Background: an optimization exercise with open tools, aiming at small area. Do not read the settings as production practice.
In this exercise RTL edits were held to simulation tests only and were not proved equivalent to the original.
No activity file was given, so power comes from the tool's default toggle rates.

== job 4771 ==
==> flow/design.v (excerpt) <==
module can_ctrl
(
  input        clk,
  input        rst,
  input  [7:0] wb_dat_i,
  output [7:0] wb_dat_o,
  input        wb_cyc_i,
  input        wb_stb_i,
  input        wb_we_i,
  input  [7:0] wb_adr_i,
  output       wb_ack_o,
  input        rx_i,
  output       tx_o,
  output       bus_off_on,
  output       irq_on,
  output       clkout_o,
  output       self_test_ctrl_o
);
Size: about 4,400 cells after synthesis, about 1,400 flip-flops, roughly 36 I/O pins, roughly 60,000 sq um of cells after synthesis.
clock: 10.0 ns
lec_check: 0
cap_margin: 20
core_margin: 2
core_utilization: 70
place_density: 0.8
slew_margin: 20
standard.sh (not shown) runs the stock make flow with config.mk's settings and CLKGATE_MAP_FILE= SYNTH_SCRIPT=/design/flow/synth_recipe.tcl, a recipe that flattens the netlist after the stock synthesis.
==> flow/flow/run.sh <==
#!/bin/bash
# Own layout flow: the standard ORFS flow (standard.sh, with its standard synthesis script
# synth_recipe.tcl) with these changes in how the layout is made:
#  - Yosys's ABC technology-mapping step uses an area-oriented script (flow/abc_map.script)
#    instead of ORFS's delay-oriented abc_speed.script, and adders are left to ABC as plain
#    logic (ADDER_MAP_FILE empty) instead of being mapped to half/full-adder cells. Registers
#    are mapped before ABC runs, so the registers, their names and cell types are those of the
#    standard synthesis;
#  - port buffers use the smallest buffer cell (buf_1);
#  - clock tree synthesis inserts no dummy loads and clusters more sinks per buffer.
# Each tool's full output goes to its ORFS log under orfs/logs; make's output goes to make.log.
set -euo pipefail
W=$(pwd)
rm -rf "$W/scripts"
cp -r "$FLOW_HOME/scripts" "$W/scripts"
cp "$W/flow/abc_map.script" "$W/scripts/abc_speed.script"
export BUFFER_PORTS_ARGS="-buffer_cell sky130_fd_sc_hd__buf_1"
export CTS_ARGS="-sink_clustering_enable -repair_clock_nets -dont_use_dummy_load -sink_clustering_size 25 -sink_clustering_max_diameter 100 -buf_list sky130_fd_sc_hd__clkbuf_16"
bash "$W/standard.sh" SCRIPTS_DIR="$W/scripts" ADDER_MAP_FILE= finish > "$W/make.log" 2>&1
==> flow/flow/abc_map.script <==
strash
&get -n
&st
&deepsyn -T 60
&dch -f
&nf -R 1000 -p -F 16 -A 8 -C 32
&put
topo
Relative to job 4771, the following input files were edited for job 8381:
diff --git a/flow/design.v b/flow/design.v
--- a/flow/design.v
+++ b/flow/design.v
@@ -2021,54 +2021,42 @@
   if (rst)
     rx_inter <= 1'b0;
   else if (go_rx_idle | go_rx_id1 | go_overload_frame | go_error_frame)
     rx_inter <= 1'b0;
   else if (go_rx_inter)
     rx_inter <= 1'b1;
 end
-always @ (posedge clk or posedge rst)
+always @ (posedge clk)
 begin
-  if (rst)
-    id <= 29'h0;
-  else if (sample_point & (rx_id1 | rx_id2) & (~bit_de_stuff))
+  if (sample_point & (rx_id1 | rx_id2) & (~bit_de_stuff))
     id <= {id[27:0], sampled_bit};
 end
-always @ (posedge clk or posedge rst)
+always @ (posedge clk)
 begin
-  if (rst)
-    rtr1 <= 1'b0;
-  else if (sample_point & rx_rtr1 & (~bit_de_stuff))
+  if (sample_point & rx_rtr1 & (~bit_de_stuff))
     rtr1 <= sampled_bit;
 end
-always @ (posedge clk or posedge rst)
+always @ (posedge clk)
 begin
-  if (rst)
-    rtr2 <= 1'b0;
-  else if (sample_point & rx_rtr2 & (~bit_de_stuff))
+  if (sample_point & rx_rtr2 & (~bit_de_stuff))
     rtr2 <= sampled_bit;
 end
-always @ (posedge clk or posedge rst)
+always @ (posedge clk)
 begin
-  if (rst)
-    ide <= 1'b0;
-  else if (sample_point & rx_ide & (~bit_de_stuff))
+  if (sample_point & rx_ide & (~bit_de_stuff))
     ide <= sampled_bit;
 end
-always @ (posedge clk or posedge rst)
+always @ (posedge clk)
 begin
-  if (rst)
-    data_len <= 4'b0;
-  else if (sample_point & rx_dlc & (~bit_de_stuff))
+  if (sample_point & rx_dlc & (~bit_de_stuff))
     data_len <= {data_len[2:0], sampled_bit};
 end
-always @ (posedge clk or posedge rst)
+always @ (posedge clk)
 begin
-  if (rst)
-    tmp_data <= 8'h0;
-  else if (sample_point & rx_data & (~bit_de_stuff))
+  if (sample_point & rx_data & (~bit_de_stuff))
     tmp_data <= {tmp_data[6:0], sampled_bit};
 end
 always @ (posedge clk or posedge rst)
 begin
   if (rst)
     write_data_to_tmp_fifo <= 1'b0;
   else if (sample_point & rx_data & (~bit_de_stuff) & (&bit_cnt[2:0]))
@@ -2086,19 +2074,17 @@
     byte_cnt <= 3'h0;
 end
 always @ (posedge clk)
 begin
   if (write_data_to_tmp_fifo)
     tmp_fifo[byte_cnt] <= tmp_data;
 end
-always @ (posedge clk or posedge rst)
+always @ (posedge clk)
 begin
-  if (rst)
-    crc_in <= 15'h0;
-  else if (sample_point & rx_crc & (~bit_de_stuff))
+  if (sample_point & rx_crc & (~bit_de_stuff))
     crc_in <= {crc_in[13:0], sampled_bit};
 end
 always @ (posedge clk or posedge rst)
 begin
   if (rst)
     bit_cnt <= 6'd0;
   else if (go_rx_id1 | go_rx_id2 | go_rx_dlc | go_rx_data | go_rx_crc | 
Findings:
Per the final summary, job 8381 finished and its layout is clean on timing, DRC and antenna.
Job 8381 has final critical-path required period below what job 4771 had.
Job 8381: number of clock-tree buffers in the layout about 1.5% above job 4771
Between job 4771 and job 8381, the difference in final core utilization is negligible.
Job 8381 gives less number of ordinary and repair buffers in the finished layout than job 4771 did.
Job 8381 vs. job 4771: design area has decreased; fraction of the cycle the final worst path needs has decreased; combinational share of power has remained practically unchanged; total power has remained practically unchanged; area after synthesis has decreased.
Diff job 8381..job 4771 | clock network power | negligible
Job 8381 against job 4771; post-detailed-routing wire length is down slightly.
Count of cell instances traversed by the critical path ended up 5 lower on job 8381 than on job 4771.
Compared with job 4771, job 8381 shows signed area change from the synthesized netlist to the final layout lower by 0.19 points.

-- static timing again, ports no longer ideal --
No port has a modelled driver above. Below, the same layouts with a new extraction and two added sets of constraints.
Step 1, drivers: a clkbuf_16 drives clk and a buf_2 each remaining input, both assumed.
Step 2 times the ports against the registers' clock, not the clock port: input delays grow and output delays shrink by t, the midpoint of the rising clock arrivals with the driver on.
a / b / c = ideal ports / drivers / drivers and shift; a / b = the first two.
| run | shift t [ns] | setup slack, ns | hold slack, ns |
|---|---|---|---|
| job 4771 | 0.713 | 2.494 / 2.374 / 1.661 | 0.363 / 0.363 / 0.363 |
| job 8381 | 0.684 | 2.864 / 2.855 / 2.171 | 0.362 / 0.362 / 0.362 |
After both steps every run listed still meets setup and hold. The setup slack of job 4771, which loses most, moves by -0.120 ns with the drivers and by -0.833 ns with both steps.
